Source: an optimization exercise on an open RTL-to-GDS flow (aim: small area). Production flows keep margins and buffers that such runs may drop. Only simulation tests tie the RTL to the original design; equivalence was not proved.

## flow/flow/gen_net.py

```python
P = 'sky130_fd_sc_hd__'
L, wires = [], []
def cell(t, name, **pins):
    L.append(f'  {P}{t} {name} (' + ', '.join(f'.{p}({n})' for p, n in pins.items()) + ');')
def w(n): wires.append(n); return n
def idx(i, j): return (i % 16) * 16 + (j % 16)
def q(i, j): return f'q[{idx(i, j)}]'

# rule for one cell: inputs o t f (pair sum PH = o + 2t + 4f), G = t ^ f (per pair), s k (the other
# row's 3-sum H = s + 2k), m (the cell), d (data). With U = t + k + 2f the count is (o + s) + 2U:
# birth needs U == 1 and o + s == 1; survival (m) needs U == 1 and o + s == 2, or U == 2 and o + s == 0.
# U == 1 is (t != k) & ~f; U == 2 is (t == k) & (t != f).
RULE = [
    ('nor2_1',    dict(A='d', B='nload', Y='#dl')),          # d & load
    ('xnor2_1',   dict(A='t', B='k', Y='#X')),               # t == k
    ('nor2_1',    dict(A='o', B='s', Y='#z')),               # o + s == 0
    ('nand4_1',   dict(A='#X', B='G', C='m', D='#z', Y='#a')),  # ~(m & U==2 & o+s==0)
    ('nand2_1',   dict(A='o', B='s', Y='#b')),               # o + s < 2
    ('nor3_1',    dict(A='#X', B='f', C='#z', Y='#c')),      # U==1 & o+s > 0
    ('o21ai_0',   dict(A1='m', A2='#b', B1='#c', Y='#e')),   # ~(U==1 & (o+s==1 | m & o+s==2))
    ('a31oi_1',   dict(A1='#e', A2='nload', A3='#a', B1='#dl', Y='n')),
]
def rule(tag, nets):
    for g, (t, pins) in enumerate(RULE):
        pm = {}
        for p, n in pins.items():
            if n.startswith('#'):
                nn = f'x{n[1:]}_{tag}'
                if p in ('Y', 'X'): w(nn)
                pm[p] = nn
            else:
                pm[p] = nets.get(n, n)
        cell(t, f'g{g}_{tag}', **pm)

cell('inv_1', 'g_nload', A='load', Y=w('nload'))
for i in range(16):
    for j in range(16):
        cell('fa_1', f'h_{i}_{j}', A=q(i, j - 1), B=q(i, j), CIN=q(i, j + 1), COUT=w(f'hk_{i}_{j}'), SUM=w(f'hs_{i}_{j}'))
for i in range(0, 16, 2):
    for j in range(16):
        p = f'{i}_{j}'
        cell('ha_1', f'u_po_{p}', A=f'hs_{i}_{j}', B=f'hs_{i+1}_{j}', COUT=w(f'pc_{p}'), SUM=w(f'po_{p}'))
        cell('fa_1', f'u_pt_{p}', A=f'hk_{i}_{j}', B=f'hk_{i+1}_{j}', CIN=f'pc_{p}', COUT=w(f'pf_{p}'), SUM=w(f'pt_{p}'))
        cell('xor2_1', f'u_pg_{p}', A=f'pt_{p}', B=f'pf_{p}', X=w(f'pg_{p}'))
        for r, other in ((i, (i - 1) % 16), (i + 1, (i + 2) % 16)):
            c = f'{r}_{j}'
            rule(c, dict(o=f'po_{p}', t=f'pt_{p}', f=f'pf_{p}', G=f'pg_{p}', s=f'hs_{other}_{j}', k=f'hk_{other}_{j}',
                         m=q(r, j), d=f'data[{idx(r, j)}]', n=w(f'nx_{c}')))
            cell('dfxtp_1', f'\\q_reg[{idx(r, j)}]$_DFF_P_ ', CLK='clk', D=f'nx_{c}', Q=q(r, j))
print('module conway_life (clk, rst, load, data, q);')
print('  input clk;\n  input rst;\n  input load;\n  input [255:0] data;\n  output [255:0] q;')
for n in wires: print(f'  wire {n};')
print('\n'.join(L))
print('endmodule')
```

## flow/constraint.sdc

```tcl
create_clock -name core_clock -period 5.0 [get_ports {clk}]
set_input_delay 1.0000 -clock core_clock [delete_from_list [all_inputs] [get_ports {clk}]]
set_output_delay 1.0000 -clock core_clock [all_outputs]
set_load 0.01 [all_outputs]
```

## flow/flow/check_regs.py

```python
# Check that the generated netlist has exactly the standard synthesis's registers (name and cell type).
import re, sys
def regs(path):
    t = open(path).read()
    return sorted(re.findall(r'^\s*(sky130_fd_sc_hd__(?:dfxtp|dfxbp|edfxtp|dfrtp|sdfxtp)\w*)\s+(\\\S+|\S+)\s*\(', t, re.M))
a, b = regs(sys.argv[1]), regs(sys.argv[2])
norm = lambda l: sorted((re.sub(r'_\d+$', '', t), n) for t, n in l)
print(len(a), 'registers in the standard synthesis,', len(b), 'in the generated netlist')
if norm(a) != norm(b):
    print('MISMATCH'); print(set(norm(a)) ^ set(norm(b))); sys.exit(1)
print('registers match')
```

## flow/standard.sh

```bash
#!/bin/bash
# synth_recipe.tcl (not shown) runs the flow's synth.tcl, then flattens the netlist and writes it again
# the make line also repeats each setting of config.mk as NAME=value (left out here)
make -C /OpenROAD-flow-scripts/flow DESIGN_CONFIG=/design/flow/config.mk WORK_HOME=/design/flow/orfs CLKGATE_MAP_FILE= SYNTH_SCRIPT=/design/flow/synth_recipe.tcl "${@:-finish}"
```

## flow/design.v

```verilog
module conway_life #(
	parameter ROW = 16,
	parameter COL = 16
) (
	input clk,
	input rst,
	input load,
	input [255:0] data,
	output [255:0] q
);
	reg [255:0] q_reg;
	assign q = q_reg;
	wire [255:0] hs, hk, nxt;
	genvar i, j;
	generate
		for (i = 0; i < 16; i = i + 1) begin : g_r
			for (j = 0; j < 16; j = j + 1) begin : g_c
				wire a = q_reg[i*16+(j+15)%16], b = q_reg[i*16+j], c = q_reg[i*16+(j+1)%16];
				assign hs[i*16+j] = a ^ b ^ c;
				assign hk[i*16+j] = (a & b) | (a & c) | (b & c);
			end
		end
		for (i = 0; i < 16; i = i + 1) begin : g_r2
			for (j = 0; j < 16; j = j + 1) begin : g_c2
				wire sa = hs[((i+15)%16)*16+j], sb = hs[i*16+j], sc = hs[((i+1)%16)*16+j];
				wire ka = hk[((i+15)%16)*16+j], kb = hk[i*16+j], kc = hk[((i+1)%16)*16+j];
				wire S0 = sa ^ sb ^ sc, S1 = (sa & sb) | (sa & sc) | (sb & sc);
				wire K0 = ka ^ kb ^ kc, K1 = (ka & kb) | (ka & kc) | (kb & kc);
				assign nxt[i*16+j] = S0 ? (~K1 & (S1 ^ K0)) : (q_reg[i*16+j] & ((~S1 & ~K0 & K1) | (S1 & K0 & ~K1)));
			end
		end
	endgenerate
	always @(posedge clk) begin
		if (load)
			q_reg <= data;
		else
			q_reg <= nxt;
	end
endmodule
```

## flow/config.mk

```make
export PLATFORM = sky130hd
export DESIGN_NAME = conway_life
export DESIGN_NICKNAME = conway_life
export VERILOG_FILES = /design/flow/design.v
export SDC_FILE = /design/flow/constraint.sdc
export NUM_CORES = 4
export LEC_CHECK = 0
export CAP_MARGIN = 20
export CORE_MARGIN = 2
export CORE_UTILIZATION = 65
export SLEW_MARGIN = 20
```

## flow/flow/run.sh

```bash
#!/bin/bash
# Own layout flow: the standard synthesis (for the register names), then a hand-structured
# netlist of the same registers (flow/gen_net.py) in place of Yosys's logic, then the standard
# ORFS layout with 1x port buffers. Each tool's output goes to a log file in this folder.
set -euo pipefail
W=$(pwd)
R=$W/orfs/results/$FLOW_PLATFORM/conway_life/base
bash standard.sh synth > "$W/log_1_standard_synth.txt" 2>&1
python3 flow/gen_net.py > "$W/own_netlist.v" 2> "$W/log_2_gen_net.txt"
python3 flow/check_regs.py "$R/1_2_yosys.v" "$W/own_netlist.v" > "$W/log_3_check_regs.txt" 2>&1
cp "$R/1_2_yosys.v" "$W/standard_1_2_yosys.v"
cp "$W/own_netlist.v" "$R/1_2_yosys.v"
rm -f "$R/1_synth.odb" "$R/1_synth.sdc"
touch "$R/1_2_yosys.v"
export BUFFER_PORTS_ARGS="-buffer_cell sky130_fd_sc_hd__buf_1"
# fewer, larger sink clusters and no dummy loads: the clock tree only has to reach 256 flops
export CTS_ARGS="-sink_clustering_enable -repair_clock_nets -dont_use_dummy_load -sink_clustering_size 14 -sink_clustering_max_diameter 70 -buf_list {sky130_fd_sc_hd__clkbuf_8}"
bash standard.sh finish > "$W/log_4_layout.txt" 2>&1
```

==> flow_metrics.tcl <==
set metrics [dict create \
    grt_overflow 0 \
    period_share_pct 55.4 \
    crit_family "adder cells" \
    port_buffers 513 \
    die_w_um 206 \
    dr.pass1.iters 8 \
    layout_min_cycle_time_ns 2.77 \
    end_kind "flip-flop" \
    fin_nets 4264 \
    avgViaCountPerCell 6.67 \
    num_vias 26900 \
    path_buf_inv 0 \
    path_cells "fa_1 > ha_1 > fa_1 > xnor2_1 > nor3_1 > o21ai_0 > a31oi_1" \
    area_growth_pct 11.6 \
    max_freq_mhz 361 \
    filler_cell_count 3020 \
    regArea_um2 5120 \
    cts-root-buf "clkbuf_8" \
    multi_input_area_um2 21300 \
    postPlaceCellArea_um2 29100 \
    hold_violations 0 \
    cts_tree "yes" \
    finalCoreUtilization_pct 73.9 \
    routed_wl_mm 90.8 \
    grt_pass1_wl_mm 138 \
    hold_buffers 0 \
    cts.path.max_buffers 3 \
    ys_warn_count 1 \
    start_kind "flip-flop" \
    dieArea_um2 42300 \
    crit_path_top_delay_cell "dfxtp_1" \
    tightest_slew_ns 1.04 \
    clk-insertion-delay-late_ns 0.66 \
    hp-class "input pin to flip-flop" \
    synthesis.area_um2 26400 \
    cp_max_fo 6 \
    antenna_found_initial 17 \
    io_pins 515 \
    setup_viol 0 \
    hpwlAfterDp_mm 74.2 \
    final_area_um2 29500 \
    cts_setup_buffers 0 \
    synth_nets 3716 \
    grt_pass1_vias 26400 \
    avgRoutedWirePerCell_um 22.5 \
    final.setup_skew_ns 0.0396 \
    report.final.slew_viol_count 0 \
    cpPeakStageDelay_ns 0.61 \
    status "timing/DRC/antenna clean" \
    ant_nets 0 \
    worstSetupPathType "flip-flop to flip-flop" \
    largest_reg_flops 256 \
    drtIter0Drc 3313 \
    slew_headroom_pct 30.4 \
    syn_area_per_cell_um2 8.97 \
    start_util_pct 66.2 \
    clk_pin_slew_ns 0.10 \
    core_area_um2 39900 \
    grt_max_degree 208 \
    arrival_ns 3.36 \
    layout-drive-gt1-share_pct 0.974 \
    numCtsBuffers 29 \
    gp_congestion 0.968 \
    critPathRequiredTime_ns 5.59 \
    syn_inst 2945 \
    num_rows 73 \
    cpMostUsedCell "fa_1" \
    track_usage_pct 42.0 \
    cts_sinks 256 \
    drv_cap 0 \
    drc 0 \
    reg2reg_slack_ns 2.23 \
    cts_resized 0 \
    rsz0062_at_grt "false" \
    die_y_um 206 \
    cts_max_level 1 \
]
[layout by cell type, fill, tap and decap left out, drive strengths merged]
cell and instances:
buf 517, nor2 512, fa 384, xnor2 256, nand4 256, nand2 256
nor3 256, o21ai 256, a31oi 256, dfxtp 256, xor2 128, ha 128
clkbuf 29, diode 14, clkinvlp 1
[final cells by class]
class | count | share of cell area [%]
flip-flops and latches | 256 | 17.4
clock buffers | 29 | 1.35
multi-input cells | 2688 | 72.2
repair buffers | 517 | 6.71
well taps | 525 | 2.23
diodes | 14 | 0.119
inverters | 1 | 0.0254
[metrics by stage]
step / hold slack (ns) / setup TNS (ns) / cells / worst slack, ns
global placement: 0.627 / 0 / 3987 / 2.15
global route: 0.587 / 0 / 4024 / 2.12
detailed placement: 0.644 / 0 / 3987 / 2.10
finish: 0.584 / 0 / 4030 / 2.23
CTS: 0.566 / 0 / 4016 / 2.31
floorplan: 0.627 / -298.97 / 2945 / -1.17
[layer usage]
metal | global-route usage, % | share of wire [%]
met3 | 8.90 | 11
met5 | 0 | 0.076
met1 | 53.4 | 37
met2 | 66.2 | 45
met4 | 25.1 | 6.4
[worst reg2reg max path, stage by stage (launching register included)]
cell	delay, ns
dfxtp_1	0.61
fa_1	0.56
ha_1	0.25
fa_1	0.58
xnor2_1	0.15
nor3_1	0.28
o21ai_0	0.13
a31oi_1	0.14
[worst paths after layout]
check                           depth (start not counted)         end       start
worst max-delay path                                    7  q_reg[183]  q_reg[167]
worst min-delay path                                    3   q_reg[34]    data[34]
worst max register to register                          7  q_reg[183]  q_reg[167]
worst min register to register                          2   q_reg[89]   q_reg[89]

[static timing again, ports no longer ideal]
How much do the figures lean on ideal ports? The routed layout below was timed once more, with nothing changed but the port constraints. Step 1, drivers: a clkbuf_16 drives clk and a buf_2 each remaining input, both assumed. Step 2, shift: input delay + t, output delay - t, t = (earliest + latest rising clock arrival at the registers) / 2. This alone moves slack from input paths to output paths. a / b / c = ideal / step 1 / step 2; a / b = the first two.
t (ns): 0.691
setup slack, ns: 2.229 / 2.229 / 1.957
cell pins on the clock port's net: 1
After both steps setup and hold are still met in this run. The setup slack of this run moves by 0.000 ns with the drivers and by -0.272 ns with both steps.
